Source: an optimization exercise on an open RTL-to-GDS flow (aim: small area, a short achievable clock period and few clock cycles per item). Production flows keep margins and buffers that such runs may drop.
In this exercise RTL edits were held to simulation tests only and were not proved equivalent to the original.
Power figures rest on the tool's default switching activity, not on a simulated workload.

## v45
## cubroot_add_system
module cubroot_add_system (
    input clk_i,
    input rst_i,
    input start_i,
    input [7:0] a_bi,
    input [7:0] b_bi,
    output busy_o,
    output reg [15:0] result
);
    wire        load = start_i & ~rst_i;
    wire [2:0]  cub_result;
    wire [15:0] sum;
    cubroot cub (.x_bi(b_bi), .y_bo(cub_result));
    mult square (.x(a_bi), .c(cub_result), .y(sum));
    always @(posedge clk_i) begin
        if (load)
            result <= sum;
    end
    assign busy_o = 1'b0;
endmodule
Size in the first run: ~190 cells after synthesis, ~16 flip-flops, ~36 I/O pins, ~1800 µm² of cells after synthesis.
Settings: LEC_CHECK=0, CAP_MARGIN=20, CORE_MARGIN=2, CORE_UTILIZATION=40, SETUP_SLACK_MARGIN=1.5, SLEW_MARGIN=20; clock period 5.0 ns.
standard.sh (not shown) runs the stock make flow with config.mk's settings and CLKGATE_MAP_FILE= SYNTH_SCRIPT=/design/flow/synth_recipe.tcl, a recipe that flattens the netlist after the stock synthesis.
==> flow/flow/run.sh <==
#!/bin/bash
# The standard layout, with every port buffered by sky130_fd_sc_hd__buf_1.
set -euo pipefail
export BUFFER_PORTS_ARGS="-buffer_cell sky130_fd_sc_hd__buf_1"
bash standard.sh > standard.log 2>&1
Testbench counts of v45, summed over its fixed seeds: cycles 2,048, items 2,048.
Input-level comparison between v29 and v45:
# v45
export LEC_CHECK = 0
export CAP_MARGIN = 20
export CORE_MARGIN = 2
export CORE_UTILIZATION = 40
export SETUP_SLACK_MARGIN = 1.5
export SLEW_MARGIN = 20
create_clock -name core_clock -period 5.0 [get_ports {clk_i}]
# v29
export LEC_CHECK = 0
export CAP_MARGIN = 20
export CORE_MARGIN = 2
export CORE_UTILIZATION = 40
export SLEW_MARGIN = 20
create_clock -name core_clock -period 5.0 [get_ports {clk_i}]
==> flow/run.sh (new file) <==
#!/bin/bash
# synth_recipe.tcl (not shown) runs the flow's synth.tcl, then flattens the netlist and writes it again
# the make line also repeats each setting of config.mk as NAME=value (left out here)
make -C /OpenROAD-flow-scripts/flow DESIGN_CONFIG=/design/flow/config.mk WORK_HOME=/design/flow/orfs CLKGATE_MAP_FILE= SYNTH_SCRIPT=/design/flow/synth_recipe.tcl finish
removed: flow/flow/run.sh
removed: flow/standard.sh
==> summary.txt <==
v29 finished every stage and its layout cleared the timing, DRC and antenna checks.
Going from v45 to v29, count of vias placed by the detailed router grew slightly.
v29 ends up with a routing usage on met3 that is 0.43 points higher than in v45.
On v29: proportion of power drawn by combinational gates is 2.5 points higher than what v45 gave.
Global-route usage over all layers: v45 vs v29, no meaningful difference
Compared with v45, v29 shows a post-route fraction of the period consumed by the critical path that is 13 points higher.
v45 reports its top routing layer in use as met3 while v29 reports met4.
[inputs] v6 vs v29
# v29
export LEC_CHECK = 0
export CAP_MARGIN = 20
export CORE_MARGIN = 2
export CORE_UTILIZATION = 40
export SLEW_MARGIN = 20
create_clock -name core_clock -period 5.0 [get_ports {clk_i}]
# v6
export LEC_CHECK = 0
export CAP_MARGIN = 20
export CORE_MARGIN = 2
export CORE_UTILIZATION = 40
export SETUP_SLACK_MARGIN = 2.5
export SLEW_MARGIN = 20
create_clock -name core_clock -period 5.0 [get_ports {clk_i}]
### Flow results
- Result for v29 and v6: all clean
- Taking v29 over v6, the half-perimeter wire length of the detailed placement result ratio works out to 0.894.
- The core of v6 is more densely filled than that of v29.
- As far as count of non-CTS inverters in the layout goes, v6 and v29 are indistinguishable; the numbers are identical.
- Maximum operating frequency grows by more than a quarter when moving from v29 to v6.
- v6: placement-stage worst setup slack higher than v29
- Compared with v29, the detailed router inserted more vias in v6.
- Cmp v6 vs v29: final clock period utilization by the worst path lower in v6
> inputs changed (v6 -> v58)
# v6
export LEC_CHECK = 0
export CAP_MARGIN = 20
export CORE_MARGIN = 2
export CORE_UTILIZATION = 40
export SETUP_SLACK_MARGIN = 2.5
export SLEW_MARGIN = 20
create_clock -name core_clock -period 5.0 [get_ports {clk_i}]
# v58
export LEC_CHECK = 0
export CAP_MARGIN = 20
export CORE_MARGIN = 2
export CORE_UTILIZATION = 40
export SETUP_SLACK_MARGIN = 1.5
export SLEW_MARGIN = 20
create_clock -name core_clock -period 5.0 [get_ports {clk_i}]
--- outcome ---
Non-clock buffer count (v6 / v58): 1.3. Compare v58 and v6 | sequential share of power higher: v58. Of the two candidates, v6 has the better worst hold slack and v58 the worse one. v58: no failed stages, no open violations at the end. Against v6, v58 comes in 7.1 points lower on core occupancy in the finished layout.

* * *

cubroot_add_system, a different RTL version from the one above (not shown whole).
Size in the first run: roughly 260 cells after synthesis.
Design cubroot_add_system, start of the top module:
module cubroot_add_system (
    input clk_i,
    input rst_i,
    input start_i,
    input [7:0] a_bi,
    input [7:0] b_bi,
    output busy_o,
    output reg [15:0] result
);
Settings: LEC_CHECK=0, ABC_AREA=1, CAP_MARGIN=20, CORE_MARGIN=2, CORE_UTILIZATION=60, CTS_BUF_LIST=sky130_fd_sc_hd__clkbuf_4, SETUP_SLACK_MARGIN=2.4, SLEW_MARGIN=20; clock period 5.0 ns.
==> flow/flow/run.sh <==
#!/bin/bash
# The standard layout (standard.sh) with three changes:
#  - synthesis leaves full and half adders as plain logic for ABC (no adder
#    cells from ADDER_MAP_FILE),
#  - the final ABC mapping runs flow/abc.script when that file exists,
#  - every port is buffered by sky130_fd_sc_hd__buf_1.
# Each tool's output goes to the ORFS logs under orfs/logs; make's own output
# goes to standard.log here.
set -euo pipefail
here=$(pwd)
export ADDER_MAP_FILE=
export BUFFER_PORTS_ARGS="-buffer_cell sky130_fd_sc_hd__buf_1"
export FLOW_SYNTH_TCL="$here/synth_recipe.tcl"
if [[ -f "$here/flow/abc.script" ]]; then
  export MY_ABC_SCRIPT="$here/flow/abc.script"
  sed "s#SYNTH_SCRIPT=[^ ]*#SYNTH_SCRIPT=$here/flow/synth.tcl#" standard.sh > my_standard.sh
else
  cp standard.sh my_standard.sh
fi
bash my_standard.sh > standard.log 2>&1
==> flow/flow/synth.tcl <==
# The standard flow's synthesis script (synth_recipe.tcl, unchanged) with the final ABC
# mapping run on MY_ABC_SCRIPT instead of ORFS's abc_speed/abc_area script.
proc abc {args} {
  set i [lsearch -exact $args -script]
  if {$i >= 0} { lset args [expr {$i + 1}] $::env(MY_ABC_SCRIPT) }
  yosys abc {*}$args
}
source $::env(FLOW_SYNTH_TCL)
Testbench counts at the start, summed over its fixed seeds: cycles 2,048, items 2,048.
==> next run, changes <==
CORE_UTILIZATION = 40   (was 60)
CTS_BUF_LIST = unset   (was sky130_fd_sc_hd__clkbuf_4)
SETUP_SLACK_MARGIN = 2.2   (was 2.4)
Effect:
- worst hold slack improves by 110 ps
- final area went down by a few percent
- utilization went down by 27 points
- via count went down by a few percent
- setup slack degrades by 90 ps
- synthesized area is unchanged
==> next run, changes <==
==> flow/flow/abc.script (new file) <==
strash
 dch
 map -B 0.5 -G 120
 topo
 stime -c
 buffer -c
 upsize -c
 dnsize -c
ABC_AREA = unset   (was 1)
CORE_AREA = 2 2 60 60   (was unset)
CORE_MARGIN = unset   (was 2)
CORE_UTILIZATION = unset   (was 40)
CTS_BUF_LIST = sky130_fd_sc_hd__clkbuf_4   (was unset)
DIE_AREA = 0 0 62 62   (was unset)
GPL_ROUTABILITY_DRIVEN = 0   (was unset)
PLACE_DENSITY = 0.5   (was unset)
=>
- total power shrinks by a little under a tenth
- wire length fell by a few percent
- core utilization increases by 6.7 points
- area after synthesis is lower by a few percent
- worst setup slack improves by 40 ps
- die area decreases by about a fifth
- first-iteration DRC count fell by a quarter to a third
- design area fell by a few percent
- count of clock-buffer cells in the layout stays the same

* * *

Another version of the RTL of cubroot_add_system (not shown whole).
For scale: about 300 cells after synthesis, ~16 flip-flops, roughly 0.0019 mm² of cells after synthesis.
## cubroot_add_system
module cubroot_add_system (
    input clk_i,
    input rst_i,
    input start_i,
    input [7:0] a_bi,
    input [7:0] b_bi,
    output busy_o,
    output reg [15:0] result
);
clock: 5.0 ns
lec_check: 0
abc_area: 1
cap_margin: 20
core_margin: 2
core_utilization: 40
setup_slack_margin: 2.2
slew_margin: 20
==> flow/flow/run.sh <==
#!/bin/bash
# The standard layout with two changes: synthesis leaves full and half adders
# as plain logic for ABC (no adder cells), and every port is buffered by
# sky130_fd_sc_hd__buf_1.
set -euo pipefail
export ADDER_MAP_FILE=
export BUFFER_PORTS_ARGS="-buffer_cell sky130_fd_sc_hd__buf_1"
bash standard.sh > standard.log 2>&1
The baseline went through all stages and came out clean.
Testbench counts at the start, summed over its fixed seeds: cycles 2,048, items 2,048.
Change:
--- a/flow/config.mk
+++ b/flow/config.mk
@@ -12 +12 @@
-export SETUP_SLACK_MARGIN = 2.2
+export SETUP_SLACK_MARGIN = 2.6
Outcome:
- The changed run completed with no timing, DRC or antenna violations
- sequential cell count is unchanged
- power increases by about 23%
- die area does not change
- wire length increases by 19%
- sequential share of layout area decreases by 6.2 points
- count of clock-buffer cells in the layout is unchanged
- core utilization climbs by 17 points
- worst setup slack improves by 180 ps
- non-clock buffer count went up by 16
- synthesized cell count is unchanged
- cell count came out higher by 4.2%
Change:
==> flow/flow/run.sh (replaced) <==
#!/bin/bash
# The standard layout, with every port buffered by sky130_fd_sc_hd__buf_1.
set -euo pipefail
export BUFFER_PORTS_ARGS="-buffer_cell sky130_fd_sc_hd__buf_1"
bash standard.sh > standard.log 2>&1
--- a/flow/config.mk
+++ b/flow/config.mk
@@ -8 +7,0 @@
-export ABC_AREA = 1
@@ -12 +11 @@
-export SETUP_SLACK_MARGIN = 2.6
+export SETUP_SLACK_MARGIN = 2.0
After rerunning:
- core utilization is lower by 5.7 points
- design area falls by 21%
- die area went down by 10%
- global-route usage shrinks by 0.62 points
- power went down by 8.2%
- wire length falls by 21%
- sequential power increases by about 2%
- count of clock-buffer cells in the layout is unchanged
Change:
==> flow/flow/run.sh (replaced) <==
#!/bin/bash
# The standard layout with two changes: synthesis leaves full and half adders
# as plain logic for ABC (no adder cells), and every port is buffered by
# sky130_fd_sc_hd__buf_1.
set -euo pipefail
export ADDER_MAP_FILE=
export BUFFER_PORTS_ARGS="-buffer_cell sky130_fd_sc_hd__buf_1"
bash standard.sh > standard.log 2>&1
--- a/flow/config.mk
+++ b/flow/config.mk
@@ -7,0 +8 @@
+export ABC_AREA = 1
@@ -11 +12 @@
-export SETUP_SLACK_MARGIN = 2.0
+export SETUP_SLACK_MARGIN = 1.5
The changed run went through all stages and came out clean.
Sequential power fell by a few percent.
Worst setup slack improved by 240 ps.
Global-route usage rose by 0.12 points.
Change:
==> flow/flow/run.sh (replaced) <==
#!/bin/bash
# The standard layout (standard.sh) with three changes:
#  - synthesis leaves full and half adders as plain logic for ABC (no adder
#    cells from ADDER_MAP_FILE),
#  - the final ABC mapping runs flow/abc.script when that file exists,
#  - every port is buffered by sky130_fd_sc_hd__buf_1.
# Each tool's output goes to the ORFS logs under orfs/logs; make's own output
# goes to standard.log here.
set -euo pipefail
here=$(pwd)
export ADDER_MAP_FILE=
export BUFFER_PORTS_ARGS="-buffer_cell sky130_fd_sc_hd__buf_1"
export FLOW_SYNTH_TCL="$here/synth_recipe.tcl"
if [[ -f "$here/flow/abc.script" ]]; then
  export MY_ABC_SCRIPT="$here/flow/abc.script"
  sed "s#SYNTH_SCRIPT=[^ ]*#SYNTH_SCRIPT=$here/flow/synth.tcl#" standard.sh > my_standard.sh
else
  cp standard.sh my_standard.sh
fi
bash my_standard.sh > standard.log 2>&1
==> flow/flow/synth.tcl (new file) <==
# The standard flow's synthesis script (synth_recipe.tcl, unchanged) with the final ABC
# mapping run on MY_ABC_SCRIPT instead of ORFS's abc_speed/abc_area script.
proc abc {args} {
  set i [lsearch -exact $args -script]
  if {$i >= 0} { lset args [expr {$i + 1}] $::env(MY_ABC_SCRIPT) }
  yosys abc {*}$args
}
source $::env(FLOW_SYNTH_TCL)
--- a/flow/config.mk
+++ b/flow/config.mk
@@ -11,2 +11,3 @@
-export CORE_UTILIZATION = 40
-export SETUP_SLACK_MARGIN = 1.5
+export CORE_UTILIZATION = 60
+export CTS_BUF_LIST = sky130_fd_sc_hd__clkbuf_4
+export SETUP_SLACK_MARGIN = 2.2
Outcome:
- routed wire length fell by 6.1%
- clock power is lower by 25%
- setup slack gains 270 ps
- total power is lower by 5.2%
- via count stays flat
- design area is lower by 0.90%
- hold slack got worse by 55 ps
- area after synthesis stays the same
- global-route usage climbs by 6.4 points

* * *

## run A
cubroot_add_system with an RTL version that a note above also has.
For scale: ~240 cells after synthesis, about 16 flip-flops.
==> flow/design.v (excerpt) <==
module cubroot_add_system (
    input clk_i,
    input rst_i,
    input start_i,
    input [7:0] a_bi,
    input [7:0] b_bi,
    output busy_o,
    output reg [15:0] result
);
==> flow/config.mk <==
export PLATFORM = sky130hd
export DESIGN_NAME = cubroot_add_system
export DESIGN_NICKNAME = cubroot_add_system
export VERILOG_FILES = /design/flow/design.v
export SDC_FILE = /design/flow/constraint.sdc
export NUM_CORES = 4
export LEC_CHECK = 0
export CAP_MARGIN = 20
export CORE_AREA = 2 2 60 60
export CTS_BUF_LIST = sky130_fd_sc_hd__clkbuf_4
export DIE_AREA = 0 0 62 62
export SETUP_SLACK_MARGIN = 2.2
export SLEW_MARGIN = 20
==> flow/constraint.sdc <==
create_clock -name core_clock -period 5.0 [get_ports {clk_i}]
set_input_delay 1.0000 -clock core_clock [delete_from_list [all_inputs] [get_ports {clk_i}]]
set_output_delay 1.0000 -clock core_clock [all_outputs]
set_load 0.01 [all_outputs]
==> flow/flow/run.sh <==
#!/bin/bash
# The standard layout (standard.sh) with three changes:
#  - synthesis leaves full and half adders as plain logic for ABC (no adder
#    cells from ADDER_MAP_FILE),
#  - the final ABC mapping runs flow/abc.script when that file exists,
#  - every port is buffered by sky130_fd_sc_hd__buf_1.
# Each tool's output goes to the ORFS logs under orfs/logs; make's own output
# goes to standard.log here.
set -euo pipefail
here=$(pwd)
export ADDER_MAP_FILE=
export BUFFER_PORTS_ARGS="-buffer_cell sky130_fd_sc_hd__buf_1"
export FLOW_SYNTH_TCL="$here/synth_recipe.tcl"
if [[ -f "$here/flow/abc.script" ]]; then
  export MY_ABC_SCRIPT="$here/flow/abc.script"
  sed "s#SYNTH_SCRIPT=[^ ]*#SYNTH_SCRIPT=$here/flow/synth.tcl#" standard.sh > my_standard.sh
else
  cp standard.sh my_standard.sh
fi
bash my_standard.sh > standard.log 2>&1
==> flow/flow/abc.script <==
strash
 dch
 map -B 0.5 -G 150
 topo
 stime -c
 buffer -c
 upsize -c
 dnsize -c
==> flow/flow/synth.tcl <==
# The standard flow's synthesis script (synth_recipe.tcl, unchanged) with the final ABC
# mapping run on MY_ABC_SCRIPT instead of ORFS's abc_speed/abc_area script.
proc abc {args} {
  set i [lsearch -exact $args -script]
  if {$i >= 0} { lset args [expr {$i + 1}] $::env(MY_ABC_SCRIPT) }
  yosys abc {*}$args
}
source $::env(FLOW_SYNTH_TCL)
Every stage of the flow completed for run A, and the final layout passed the timing, DRC and antenna checks.
Testbench counts of run A, summed over its fixed seeds: cycles 2,048, items 2,048.
Edits applied to the flow inputs when going from run A to run B:
Settings: CORE_AREA: 2 2 60 60 -> unset; CORE_UTILIZATION: unset -> 40; CORE_MARGIN: unset -> 2; CTS_BUF_LIST: sky130_fd_sc_hd__clkbuf_4 -> unset; DIE_AREA: 0 0 62 62 -> unset.
==> flow/flow/abc.script <==
strash
 dch
 map -D 1600
 topo
 stime -c
 buffer -c
 upsize -D 1600
 dnsize -D 1600
### Flow results
Diff run A -> run B: part of the total power dissipated in the clock network +2.3 points, global-route usage +3.1 points, layout buffering overhead excluding clock cells +11 points.
The following lists how run C was set up differently from run B:
Settings: setting CORE_AREA to 2 2 60 60 for the first time; removing CORE_UTILIZATION (formerly 40); setting ABC_AREA to 1 for the first time; removing CORE_MARGIN (formerly 2); setting DIE_AREA to 0 0 62 62 for the first time; setting CTS_BUF_LIST to sky130_fd_sc_hd__clkbuf_4 for the first time.
removed: flow/flow/abc.script
Final routed wire length divided by cell count of run C falls short of that of run B by more than a quarter.
Comparing run C and run B, the higher number of gates resized after cts is on run B.
In run C, the share of the clock period used by the worst path came out 7.7 points below the value in run B.
After synthesis and placement, the instance count of run C is above that of run B.
Run C: met1 track utilization from global routing is 2.2 points lower than what run B reported.
What run B reported for met2 wirelength from detailed routing has to be multiplied by 0.68 to get the figure for run C.
The run with more setup slack is run C; run B has less.
Run C finished all stages; the layout is clean.
Modified inputs, run D compared to run C
Settings: a deleted ABC_AREA that had been 1; an added PLACE_DENSITY of 0.5.
==> flow/flow/abc.script (new file) <==
strash
dch
map -B 0.5 -G 120
topo
stime -c
upsize -c
dnsize -c
==> summary.txt <==
- Sort run C and run D by via count of the first global-routing pass desc -> top: run C
- Side by side, number of gates on the worst path with buffers counted turned out lower in run D than in run C.
- Taking run C as the reference, in run D area overhead of the layout relative to synthesis increased 3.3 points, total chip power increased by 2.3% relative to the old numbers.
- Setup slack in run D is 53 ps lower than in run C
- Diff run C -> run D: global routing usage summed across all routing layers has decreased, utilization now sits higher, endpoint arrival time on the critical path saw an increase.
- In terms of layout buffering overhead excluding clock cells, run D and run C differ only marginally.
- Post-DP HPWL (run D vs. run C) decreases by a few percent

==> static timing again, ports no longer ideal <==
How much do the figures lean on ideal ports? The routed layouts below were timed once more, with nothing changed but the port constraints.
Step 1 (the two cells are an assumption about what drives the block):
set clk [get_ports {clk_i}]
set_driving_cell -lib_cell sky130_fd_sc_hd__clkbuf_16 $clk
set_driving_cell -lib_cell sky130_fd_sc_hd__buf_2 [delete_from_list [all_inputs] $clk]
Step 2 adds t to the input delays and takes it off the output delays; t is the mean of the earliest and latest rising clock arrival at the registers after step 1. Input paths then give back, and output paths get back, about the clock's delay inside the block.
Three values: no drivers, after step 1, after step 2; two values: the first two.
run	t, ns	setup WS [ns]	hold WS [ns]	clock arrival spread, ns	cell pins on the clock port's net
v45	0.262	1.690 / 1.691 / 1.429	1.213 / 1.212 / 1.457	0.002 / 0.002	1
v29	0.270	1.030 / 1.034 / 0.765	1.633 / 1.629 / 1.827	0.003 / 0.003	1
v6	0.265	1.827 / 1.817 / 1.552	1.293 / 1.327 / 1.592	0.003 / 0.002	1
v58	0.272	1.578 / 1.583 / 1.311	1.224 / 1.220 / 1.492	0.001 / 0.001	1
the first run of note 2	0.291	2.516 / 2.511 / 2.220	1.078 / 1.096 / 1.387	0.004 / 0.004	1
the second run of note 2	0.270	2.426 / 2.425 / 2.156	1.188 / 1.185 / 1.455	0.001 / 0.001	1
the third run of note 2	0.295	2.465 / 2.466 / 2.171	1.136 / 1.139 / 1.434	0.002 / 0.002	1
the first run of note 3	0.265	2.422 / 2.423 / 2.158	1.243 / 1.242 / 1.454	0.001 / 0.001	1
the second run of note 3	0.265	2.604 / 2.523 / 2.258	1.181 / 1.225 / 1.453	0.002 / 0.003	1
the third run of note 3	0.265	1.968 / 1.953 / 1.688	1.168 / 1.166 / 1.431	0.002 / 0.002	1
the fourth run of note 3	0.265	2.209 / 2.210 / 1.946	1.243 / 1.242 / 1.454	0.001 / 0.001	1
the fifth run of note 3	0.305	2.481 / 2.480 / 2.175	1.187 / 1.189 / 1.461	0.005 / 0.004	1
run A	0.294	2.418 / 2.417 / 2.123	1.142 / 1.143 / 1.437	0.004 / 0.004	1
run B	0.271	2.036 / 2.003 / 1.732	1.166 / 1.176 / 1.447	0.004 / 0.004	1
run C	0.304	2.421 / 2.422 / 2.117	1.150 / 1.151 / 1.455	0.007 / 0.007	1
run D	0.286	2.369 / 2.370 / 2.084	1.204 / 1.203 / 1.458	0.007 / 0.007	1
After both steps every run listed still meets setup and hold. For the second run of note 3, which loses most, drivers alone change the setup slack by -0.081 ns; drivers and shift together by -0.346 ns.
